This design comes from an exercise in tuning for small area on the open sky130 flow, not from production work.
RTL that was checked went through simulation tests only; none was proved equivalent to the original.

==> run C <==
==> flow/design.v <==
module rtc_system
(
    input clk,
    input rst_n,
    input [3:0] key_in,
    output rtc_sclk,
    input rtc_sio_i,
    output rtc_sio_o,
    output rtc_sio_oe,
    output rtc_rst,
    output [7:0] smg_data,
    output [5:0] scan_sig,
    output config_sig
);
    localparam [15:0] C_4999  = 16'h191d;
    localparam [15:0] C_49999 = 16'h638b;
    localparam [15:0] TP = 16'haaaa;
    reg [15:0] tc;
    wire tc_wrap = (tc == (C_49999 ^ TP));
    always @(posedge clk or negedge rst_n)
        if (!rst_n)
            tc <= TP;
        else if (tc_wrap)
            tc <= TP;
        else
            tc <= {~tc[14:0], tc[15] ^ tc[12]};
    reg isEn;
    always @(posedge clk or negedge rst_n)
        if (!rst_n)
            isEn <= 1'b0;
        else if (tc == (C_4999 ^ TP))
            isEn <= 1'b1;
    localparam [19:0] K_END = 20'h0ebd4;    
    localparam [19:0] KP = 20'haaaaa;       
    reg [3:0] kf1, kf2;
    always @(posedge clk) begin
        kf1 <= key_in;
        kf2 <= kf1;
    end
    wire [3:0] key_out;
    genvar g;
    generate
        for (g = 0; g < 4; g = g + 1) begin : key
            wire h2l = isEn & ~kf1[g] & kf2[g];
            wire l2h = isEn & kf1[g] & ~kf2[g];
            reg [1:0] ks;
            reg [19:0] kt;
            wire done = (kt == (K_END ^ KP));
            always @(posedge clk)
                if (ks[0])
                    kt <= {~kt[18:0], kt[19] ^ kt[16]};
                else
                    kt <= KP;
            always @(posedge clk or negedge rst_n)
                if (!rst_n)
                    ks <= 2'b00;
                else
                    case (ks)
                        2'b00: if (h2l) ks <= 2'b01; else if (l2h) ks <= 2'b11;
                        2'b01: if (done) ks <= 2'b10;
                        2'b10: ks <= 2'b00;
                        2'b11: if (done) ks <= 2'b00;
                    endcase
            assign key_out[g] = (ks == 2'b10);
        end
    endgenerate
    reg isConfig;
    always @(posedge clk or negedge rst_n)
        if (!rst_n)
            isConfig <= 1'b0;
        else if (key_out[3])
            isConfig <= ~isConfig;
    assign config_sig = isConfig;
    reg [4:0] i;             
    reg [1:0] go;            
    reg [7:0] hour, minute, second;
    reg [7:0] temp;
    wire cmd_done;
    wire [7:0] sh_q;         
    wire cmd_state = (i <= 5'd7) | (i >= 5'd9 && i <= 5'd13);
    wire is_wr = (i >= 5'd3 && i <= 5'd7) | (i == 5'd12) | (i == 5'd13);
    wire [7:0] comp = (go == 2'd0) ? 8'h23 : 8'h59;
    wire [7:0] fld = (i == 5'd14) ? hour : (i == 5'd15) ? minute : second;
    always @(posedge clk or negedge rst_n)
        if (!rst_n) begin
            i <= 5'd0;
            hour <= 8'd0;
            minute <= 8'd0;
            second <= 8'd0;
        end
        else begin
            case (i)
                0:  if (cmd_done) begin i <= 1; hour <= sh_q; end
                1:  if (cmd_done) begin i <= 2; minute <= sh_q; end
                2:  if (cmd_done) begin i <= 3; second <= sh_q; end
                3:  if (cmd_done) i <= 4;
                4:  if (cmd_done) i <= 5;
                5:  if (cmd_done) i <= 6;
                6:  if (cmd_done) i <= 7;
                7:  if (cmd_done) i <= 8;
                8:  i <= isConfig ? 5'd12 : 5'd9;
                9:  if (cmd_done) begin i <= 10; hour <= sh_q; end
                10: if (cmd_done) begin i <= 11; minute <= sh_q; end
                11: if (cmd_done) begin i <= 8; second <= sh_q; end
                12: if (cmd_done) i <= 13;
                13: if (cmd_done) i <= 14;
                14, 15, 16: begin
                    if (!isConfig)
                        i <= 4;
                    else if (key_out[2])
                        i <= 17;
                    else if (key_out[1])
                        i <= 20;
                    else if (key_out[0])
                        i <= (i == 5'd16) ? 5'd14 : i + 1'b1;
                    else case (i)
                        14: hour <= temp;
                        15: minute <= temp;
                        default: second <= temp;
                    endcase
                end
                17: if (temp < comp) i <= 18;
                    else begin hour <= temp; i <= 5'd14 + go; end
                18: i <= 19;
                19: i <= 5'd14 + go;
                20: i <= 5'd14 + go;
                default: ;
            endcase
        end
    always @(posedge clk) begin
        case (i)
            13: if (cmd_done) temp <= hour;
            14, 15, 16:
                if (isConfig) begin
                    if (key_out[2] | key_out[1])
                        temp <= fld;
                    else if (key_out[0])
                        temp <= (i == 5'd14) ? minute : (i == 5'd15) ? second : hour;
                end
            17: if (temp < comp) temp <= temp + 1'b1;
            18: if (temp[3:0] > 4'd9) temp <= {temp[7:4] + 1'b1, 4'd0};
            19: if (temp[7:4] > comp[7:4]) temp <= comp;
            20: if (temp[3:0] != 4'd0) temp[3:0] <= temp[3:0] - 1'b1;
                else if (temp[7:4] != 4'd0) temp <= {temp[7:4] - 1'b1, 4'd9};
                else temp <= 8'h00;
            default: ;
        endcase
    end
    always @(posedge clk)
        if (i >= 5'd14 && i <= 5'd16 && isConfig && (key_out[2] | key_out[1]))
            go <= i[1:0] + 2'd2;     
    reg [7:0] addr;
    reg [7:0] wdata;
    always @(*) begin
        case (i)
            0, 9:   addr = 8'h85;
            1, 10:  addr = 8'h83;
            2, 11:  addr = 8'h81;
            4:      addr = 8'h84;
            5:      addr = 8'h82;
            6, 13:  addr = 8'h80;
            default: addr = 8'h8e;   
        endcase
        case (i)
            4:       wdata = hour;
            5:       wdata = minute;
            6:       wdata = {1'b0, second[6:0]};
            3, 12:   wdata = 8'h00;
            default: wdata = 8'h80;   
        endcase
    end
    reg [2:0] cs;
    wire func_done;
    always @(posedge clk or negedge rst_n)
        if (!rst_n)
            cs <= 3'b000;
        else
            case (cs)
                3'b000: if (cmd_state) cs <= 3'b001;
                3'b001: cs <= 3'b011;
                3'b011: if (func_done) cs <= 3'b010;
                3'b010: cs <= 3'b110;
                default: cs <= 3'b000;
            endcase
    assign cmd_done = cs[2];
    wire fs = (cs == 3'b011);
    wire fs_w = fs & is_wr;
    wire fs_r = fs & ~is_wr;
    reg [4:0] cnt;
    wire c24 = (cnt == 5'd24);
    always @(posedge clk)
        if (c24 | ~fs)
            cnt <= 5'd0;
        else
            cnt <= cnt + 1'b1;
    reg [5:0] fi;
    reg fgo;
    reg isOut, rSIO, sclk, ce;
    reg [7:0] sh;
    assign sh_q = sh;
    assign func_done = is_wr ? (fi == 6'd21) : (fi == 6'd36);
    always @(posedge clk or negedge rst_n)
        if (!rst_n) begin
            fi <= 6'd0;
            isOut <= 1'b1;
            rSIO <= 1'b0;
            sclk <= 1'b0;
            ce <= 1'b0;
        end
        else if (fs_w)
            case (fi)
                0, 1: begin
                    fi <= 2;
                    isOut <= 1'b1;
                    sclk <= 1'b0;
                    ce <= 1'b1;
                end
                2, 4, 6, 8, 10, 12, 14, 16:
                    if (c24) fi <= fi + 1'b1;
                    else begin sclk <= 1'b0; rSIO <= sh[0]; end
                3, 5, 7, 9, 11, 13, 15, 17:
                    if (c24) fi <= fi + 1'b1;
                    else sclk <= 1'b1;
                18: fi <= fgo ? 6'd19 : 6'd1;
                19: begin ce <= 1'b0; fi <= 20; end
                20: fi <= 21;
                default: fi <= 0;
            endcase
        else if (fs_r)
            case (fi)
                0: begin
                    fi <= 1;
                    isOut <= 1'b1;
                    sclk <= 1'b0;
                    ce <= 1'b1;
                end
                1, 3, 5, 7, 9, 11, 13, 15:
                    if (c24) fi <= fi + 1'b1;
                    else begin sclk <= 1'b0; rSIO <= sh[0]; end
                2, 4, 6, 8, 10, 12, 14, 16:
                    if (c24) fi <= fi + 1'b1;
                    else sclk <= 1'b1;
                17: begin fi <= 18; isOut <= 1'b0; end
                18, 20, 22, 24, 26, 28, 30, 32:
                    if (c24) fi <= fi + 1'b1;
                    else sclk <= 1'b0;
                19, 21, 23, 25, 27, 29, 31, 33:
                    if (c24) fi <= fi + 1'b1;
                    else sclk <= 1'b1;
                34: begin ce <= 1'b0; fi <= 35; end
                35: fi <= 36;
                default: fi <= 0;
            endcase
    always @(posedge clk)
        if (fs_w) begin
            if (fi == 6'd0) begin sh <= addr; fgo <= 1'b0; end
            else if (fi == 6'd1) begin sh <= wdata; fgo <= 1'b1; end
            else if (fi[0] && fi <= 6'd17 && c24) sh <= {1'b0, sh[7:1]};
        end
        else if (fs_r) begin
            if (fi == 6'd0) sh <= addr;
            else if (!fi[0] && fi <= 6'd16 && c24) sh <= {1'b0, sh[7:1]};
            else if (!fi[0] && fi >= 6'd18 && fi <= 6'd32 && !c24) sh[7] <= rtc_sio_i;
            else if (fi[0] && fi >= 6'd19 && fi <= 6'd31 && c24) sh <= {sh[7], sh[7:1]};
        end
    assign rtc_sclk = sclk;
    assign rtc_rst = ce;
    assign rtc_sio_o = rSIO;
    assign rtc_sio_oe = isOut;
    reg [5:0] scan;          
    reg z;                   
    reg [3:0] nd;            
    reg [3:0] nd2;           
    wire [5:0] scan_n = z ? {~&scan[5:1], scan[5:1]} : scan;
    always @(posedge clk or negedge rst_n)
        if (!rst_n) begin
            scan <= 6'b111111;
            z <= 1'b1;
            nd <= 4'd0;
        end
        else begin
            scan <= scan_n;
            z <= tc_wrap;
            if (!tc_wrap)
                nd <= ~scan_n[5] ? hour[7:4] :
                      ~scan_n[4] ? hour[3:0] :
                      ~scan_n[3] ? minute[7:4] :
                      ~scan_n[2] ? minute[3:0] :
                      ~scan_n[1] ? second[7:4] : second[3:0];
        end
    always @(posedge clk)
        nd2 <= nd;
    reg [6:0] seg;
    always @(*)
        case (nd2)
            4'd0:  seg = 7'b100_0000;
            4'd1:  seg = 7'b111_1001;
            4'd2:  seg = 7'b010_0100;
            4'd3:  seg = 7'b011_0000;
            4'd4:  seg = 7'b001_1001;
            4'd5:  seg = 7'b001_0010;
            4'd6:  seg = 7'b000_0010;
            4'd7:  seg = 7'b111_1000;
            4'd8:  seg = 7'b000_0000;
            4'd9:  seg = 7'b001_0000;
            4'd10: seg = 7'b000_1000;
            4'd11: seg = 7'b000_0011;
            4'd12: seg = 7'b100_0110;
            4'd13: seg = 7'b010_0001;
            4'd14: seg = 7'b000_0110;
            default: seg = 7'b000_1110;
        endcase
    wire first = &scan;      
    assign smg_data = {1'b1, seg | {7{first}}};
    assign scan_sig = scan;
endmodule
==> flow/run.sh <==
#!/bin/bash
# synth_recipe.tcl (not shown) runs the flow's synth.tcl, then flattens the netlist and writes it again
# the make line also repeats each setting of config.mk as NAME=value (left out here)
make -C /OpenROAD-flow-scripts/flow DESIGN_CONFIG=/design/flow/config.mk WORK_HOME=/design/flow/orfs CLKGATE_MAP_FILE= SYNTH_SCRIPT=/design/flow/synth_recipe.tcl finish
==> flow/config.mk <==
export PLATFORM = sky130hd
export DESIGN_NAME = rtc_system
export DESIGN_NICKNAME = rtc_system
export VERILOG_FILES = /design/flow/design.v
export SDC_FILE = /design/flow/constraint.sdc
export NUM_CORES = 4
export LEC_CHECK = 0
export CAP_MARGIN = 20
export CORE_MARGIN = 2
export CORE_UTILIZATION = 40
export CTS_CLUSTER_DIAMETER = 150
export CTS_CLUSTER_SIZE = 40
export SLEW_MARGIN = 20
==> flow/constraint.sdc <==
create_clock -name core_clock -period 20.0 [get_ports {clk}]
set_input_delay 4.0000 -clock core_clock [delete_from_list [all_inputs] [get_ports {clk}]]
set_output_delay 4.0000 -clock core_clock [all_outputs]
set_load 0.01 [all_outputs]
==> run A: changes against run C <==
- CTS_BUF_LIST: not set -> sky130_fd_sc_hd__clkbuf_8
- CTS_CLUSTER_DIAMETER: 150 -> 200
- CTS_CLUSTER_SIZE: 40 -> 60
==> run H: changes against run C <==
--- a/flow/design.v
+++ b/flow/design.v
@@ -15,22 +15,20 @@
     localparam [15:0] C_4999  = 16'h191d;
     localparam [15:0] C_49999 = 16'h638b;
-    localparam [15:0] TP = 16'haaaa;
     reg [15:0] tc;
-    wire tc_wrap = (tc == (C_49999 ^ TP));
+    wire tc_wrap = (tc == C_49999);
     always @(posedge clk or negedge rst_n)
         if (!rst_n)
-            tc <= TP;
+            tc <= 16'd0;
         else if (tc_wrap)
-            tc <= TP;
+            tc <= 16'd0;
         else
-            tc <= {~tc[14:0], tc[15] ^ tc[12]};
+            tc <= {tc[14:0], ~(tc[15] ^ tc[12])};
     reg isEn;
     always @(posedge clk or negedge rst_n)
         if (!rst_n)
             isEn <= 1'b0;
-        else if (tc == (C_4999 ^ TP))
+        else if (tc == C_4999)
             isEn <= 1'b1;
     localparam [19:0] K_END = 20'h0ebd4;    
-    localparam [19:0] KP = 20'haaaaa;       
     reg [3:0] kf1, kf2;
     always @(posedge clk) begin
@@ -46,10 +44,10 @@
             reg [1:0] ks;
             reg [19:0] kt;
-            wire done = (kt == (K_END ^ KP));
+            wire done = (kt == K_END);
             always @(posedge clk)
                 if (ks[0])
-                    kt <= {~kt[18:0], kt[19] ^ kt[16]};
+                    kt <= {kt[18:0], ~(kt[19] ^ kt[16])};
                 else
-                    kt <= KP;
+                    kt <= 20'd0;
             always @(posedge clk or negedge rst_n)
                 if (!rst_n)
@@ -76,8 +74,14 @@
     reg [7:0] hour, minute, second;
     reg [7:0] temp;
+    reg act;                 
     wire cmd_done;
     wire [7:0] sh_q;         
     wire cmd_state = (i <= 5'd7) | (i >= 5'd9 && i <= 5'd13);
     wire is_wr = (i >= 5'd3 && i <= 5'd7) | (i == 5'd12) | (i == 5'd13);
+    always @(posedge clk or negedge rst_n)
+        if (!rst_n)
+            act <= 1'b0;
+        else
+            act <= cmd_state & ~cmd_done;
     wire [7:0] comp = (go == 2'd0) ? 8'h23 : 8'h59;
     wire [7:0] fld = (i == 5'd14) ? hour : (i == 5'd15) ? minute : second;
@@ -170,19 +174,21 @@
         endcase
     end
-    reg [2:0] cs;
+    reg [1:0] ci;
+    reg fs;                  
     wire func_done;
     always @(posedge clk or negedge rst_n)
-        if (!rst_n)
-            cs <= 3'b000;
-        else
-            case (cs)
-                3'b000: if (cmd_state) cs <= 3'b001;
-                3'b001: cs <= 3'b011;
-                3'b011: if (func_done) cs <= 3'b010;
-                3'b010: cs <= 3'b110;
-                default: cs <= 3'b000;
+        if (!rst_n) begin
+            ci <= 2'd0;
+            fs <= 1'b0;
+        end
+        else if (act)
+            case (ci)
+                0: if (func_done) begin ci <= 1; fs <= 1'b0; end
+                   else fs <= 1'b1;
+                1: ci <= 2;
+                2: ci <= 0;
+                default: ;
             endcase
-    assign cmd_done = cs[2];
-    wire fs = (cs == 3'b011);
+    assign cmd_done = (ci == 2'd2);
     wire fs_w = fs & is_wr;
     wire fs_r = fs & ~is_wr;
- CTS_CLUSTER_DIAMETER: 150 -> not set
- CTS_CLUSTER_SIZE: 40 -> not set
==> run X: changes against run C <==
- CTS_CLUSTER_DIAMETER: 150 -> not set
- CTS_CLUSTER_SIZE: 40 -> not set
==> results.yml <==
cells_and_area:
  stdcell_area_sq_mm: 0.0115
  fin_nets: 1135
synthesis:
  synthAdderAreaFrac: 0.0401
  syn_nets: 1162
  synth_top_area_frac: 0.192
  yosys.area_share.simple: 0.223
  synthDistinctLibCells: 89
  ys_top_cells_by_area: "dfxtp_1 19%, dfrtp_1 17%, and2_1 6.1%, edfxtp_1 5.5%, nor2_1 3.8%"
route:
  wl_met3_microns: 1300
  drtPass1Iterations: 5
global_route:
  grt_usage: 0.187
  use_met1: 0.272
power_and_ir_drop:
  peakVddDrop_mv: 0.0503
status:
  outcome: "no timing/DRC/antenna violations"
Source of the figures above: run H

==> results.yml <==
status:
  outcome: "no timing/DRC/antenna violations"
cells_and_area:
  fin_nets: 1150
  stdcell_area_sq_mm: 0.0110
global_route:
  use_met1: 0.279
synthesis:
  synthAdderAreaFrac: 0.0351
route:
  wl_met3_microns: 1510
  drtPass1Iterations: 8
power_and_ir_drop:
  peakVddDrop_mv: 0.0369
Source of the figures above: run A

==> results.yml <==
synthesis:
  synthAdderAreaFrac: 0.0351
  synth_top_area_frac: 0.195
  yosys.area_share.simple: 0.212
  syn_nets: 1165
power_and_ir_drop:
  peakVddDrop_mv: 0.0534
cells_and_area:
  fin_nets: 1150
  stdcell_area_sq_mm: 0.0112
status:
  outcome: "no timing/DRC/antenna violations"
route:
  drtPass1Iterations: 5
global_route:
  grt_usage: 0.190
  use_met1: 0.280
Source of the figures above: run C

==> results.yml <==
global_route:
  use_met1: 0.280
  grt_usage: 0.190
power_and_ir_drop:
  peakVddDrop_mv: 0.0534
synthesis:
  syn_nets: 1165
  synthDistinctLibCells: 85
  yosys.area_share.simple: 0.212
  synthAdderAreaFrac: 0.0351
  ys_top_cells_by_area: "dfxtp_1 20%, dfrtp_1 15%, nand2_1 5.8%, edfxtp_1 5.6%, dfstp_2 4.1%"
cells_and_area:
  fin_nets: 1150
  stdcell_area_sq_mm: 0.0112
status:
  outcome: "no timing/DRC/antenna violations"
Source of the figures above: run X

Function not checked in run C, run A and run X: the RTL went through the layout flow alone.

re-timing with driven ports:
The results above use ideal ports. As a check the final layouts listed here were re-extracted and re-timed, cells and wires unchanged.
Step 1 assumes that a clkbuf_16 drives the clock port and a buf_2 every other input.
Step 2, shift: input delay + t, output delay - t, t = (earliest + latest rising clock arrival at the registers) / 2. This alone moves slack from input paths to output paths.
Slacks: ideal / step 1 / step 2; pairs: ideal / step 1.
| run | shift t [ns] | slack for setup (ns) | worst register clock-pin slew, ns | worst data-port slew with drivers (ns) | cell pins on the clock port's net |
|---|---|---|---|---|---|
| run C | 0.471 | 13.963 / 13.918 / 14.389 | 0.08 / 0.08 | 0.04 | 1 |
| run A | 0.494 | 13.921 / 13.877 / 14.372 | 0.11 / 0.11 | 0.04 | 1 |
| run H | 0.480 | 13.959 / 13.912 / 14.392 | 0.09 / 0.09 | 0.03 | 1 |
| run X | 0.471 | 13.963 / 13.918 / 14.389 | 0.08 / 0.08 | 0.04 | 1 |
After both steps every run listed still meets setup and hold.
